From an optimization exercise on the open Yosys and OpenROAD flow, aimed at small area; shortcuts taken in it are not production practice.
Function was checked by simulation only, so behaviour that the tests miss may differ from the original.

// router
module router(
  input         clock, input resetn,
  input         pkt_valid, input [7:0] data_in,
  input         read_enb_0, input read_enb_1, input read_enb_2,
  output [7:0]  data_out_0, output [7:0] data_out_1, output [7:0] data_out_2,
  output        vld_out_0,  output vld_out_1,  output vld_out_2,
  output        err, output busy
);
  reg       in_pkt, err_r;
  reg [1:0] dest;
  reg [5:0] remaining;
  reg [7:0] parity_acc;
  assign busy = in_pkt;
  assign err  = err_r;
  wire [7:0] px = parity_acc ^ data_in;
  wire store = in_pkt && pkt_valid && (remaining != 6'd0);
  always @(posedge clock) begin
    parity_acc <= in_pkt ? px : data_in;
    remaining  <= in_pkt ? (remaining - {5'b0, remaining != 6'd0}) : data_in[7:2];
    if (!in_pkt) dest <= data_in[1:0];
  end
  always @(posedge clock or negedge resetn) begin
    if (!resetn) begin
      in_pkt <= 1'b0; err_r <= 1'b0;
    end else begin
      in_pkt <= in_pkt ? pkt_valid : pkt_valid;
      err_r  <= in_pkt && !pkt_valid && (px != 8'h00);
    end
  end
  router_fifo f0(.clock(clock), .resetn(resetn), .push_req(store && dest == 2'd0),
    .read_enb(read_enb_0), .data_in(data_in), .data_out(data_out_0), .vld(vld_out_0));
  router_fifo f1(.clock(clock), .resetn(resetn), .push_req(store && dest == 2'd1),
    .read_enb(read_enb_1), .data_in(data_in), .data_out(data_out_1), .vld(vld_out_1));
  router_fifo f2(.clock(clock), .resetn(resetn), .push_req(store && dest[1]),
    .read_enb(read_enb_2), .data_in(data_in), .data_out(data_out_2), .vld(vld_out_2));
endmodule
==> flow/config.mk <==
export PLATFORM = sky130hd
export DESIGN_NAME = router
export DESIGN_NICKNAME = router
export VERILOG_FILES = /design/flow/design.v
export SDC_FILE = /design/flow/constraint.sdc
export NUM_CORES = 4
export LEC_CHECK = 0
export CAP_MARGIN = 0
export CORE_MARGIN = 2
export CORE_UTILIZATION = 80
export PLACE_DENSITY = 0.85
export SETUP_SLACK_MARGIN = 0.08
export SLEW_MARGIN = 0
export SYNTH_HIERARCHICAL = 1
export SYNTH_MINIMUM_KEEP_SIZE = 0
==> flow/constraint.sdc <==
create_clock -name core_clock -period 3.2 [get_ports {clock}]
set_input_delay 0.6400 -clock core_clock [delete_from_list [all_inputs] [get_ports {clock}]]
set_output_delay 0.6400 -clock core_clock [all_outputs]
set_load 0.01 [all_outputs]
standard.sh (not shown) runs the stock make flow with config.mk's settings and CLKGATE_MAP_FILE= SYNTH_SCRIPT=/design/flow/synth_recipe.tcl, a recipe that flattens the netlist after the stock synthesis.
==> flow/flow/run.sh <==
#!/bin/bash
# ORFS layout through the standard.sh, with three changes:
#  - synthesis maps logic with an area-oriented ABC script (flow/abc_area.script);
#    flip-flop mapping, flattening and naming are untouched, so the registers are
#    exactly the standard synthesis's;
#  - port buffers use the smallest buffer cell;
#  - a lean clock tree: fewer, mid-size clock buffers and no dummy loads.
set -euo pipefail
here=$(pwd)
rm -rf "$here/scripts_area"
cp -r "$FLOW_HOME/scripts" "$here/scripts_area"
cp "$here/flow/abc_area.script" "$here/scripts_area/abc_speed.script"
bash standard.sh SCRIPTS_DIR="$here/scripts_area" synth > synth.log 2>&1
export BUFFER_PORTS_ARGS="-buffer_cell sky130_fd_sc_hd__buf_1"
export CTS_ARGS="-sink_clustering_enable -repair_clock_nets -dont_use_dummy_load -root_buf sky130_fd_sc_hd__clkbuf_16 -buf_list sky130_fd_sc_hd__clkbuf_8 -sink_clustering_size 20 -sink_clustering_max_diameter 60"
bash standard.sh > standard.log 2>&1
==> flow/flow/abc_area.script <==
strash
dch -f
map -a
topo
Edit:
--- a/flow/flow/run.sh
+++ b/flow/flow/run.sh
@@ -14,3 +14,3 @@
 export BUFFER_PORTS_ARGS="-buffer_cell sky130_fd_sc_hd__buf_1"
-export CTS_ARGS="-sink_clustering_enable -repair_clock_nets -dont_use_dummy_load -root_buf sky130_fd_sc_hd__clkbuf_16 -buf_list sky130_fd_sc_hd__clkbuf_8 -sink_clustering_size 20 -sink_clustering_max_diameter 60"
+export CTS_ARGS="-sink_clustering_enable -repair_clock_nets -dont_use_dummy_load -buf_list sky130_fd_sc_hd__clkbuf_8 -sink_clustering_size 18 -sink_clustering_max_diameter 100"
 bash standard.sh > standard.log 2>&1
SETUP_SLACK_MARGIN = unset   (was 0.08)
The changed run completed without violations.
Utilization is lower by 0.44 points.
Synthesized cell count does not change.
Fmax is lower by a few percent.
Worst setup slack is worse by 94 ps.
Synthesized area does not change.
Hold slack is worse by 58 ps.

## static timing again, ports no longer ideal
How much do the figures lean on ideal ports? The routed layouts below were timed once more, with nothing changed but the port constraints. Step 1, drivers: a clkbuf_16 drives clock and a buf_2 each remaining input, both assumed. Step 2 also shifts input and output timing later by t, the mid clock arrival at the registers, as if the neighbouring blocks saw the same clock. Slacks: no drivers / after step 1 / after step 2; pairs: no drivers / after step 1.
| run | shift t [ns] | setup WS [ns] | hold slack, ns | latest minus earliest clock arrival (ns) | worst slew at a driven data input, ns |
|---|---|---|---|---|---|
| the first run | 0.481 | 0.159 / 0.121 / 0.602 | 0.281 / 0.270 / 0.423 | 0.037 / 0.036 | 0.04 |
| the second run | 0.500 | 0.065 / 0.030 / 0.530 | 0.224 / 0.215 / 0.422 | 0.058 / 0.058 | 0.03 |
After both steps every run listed still meets setup and hold.
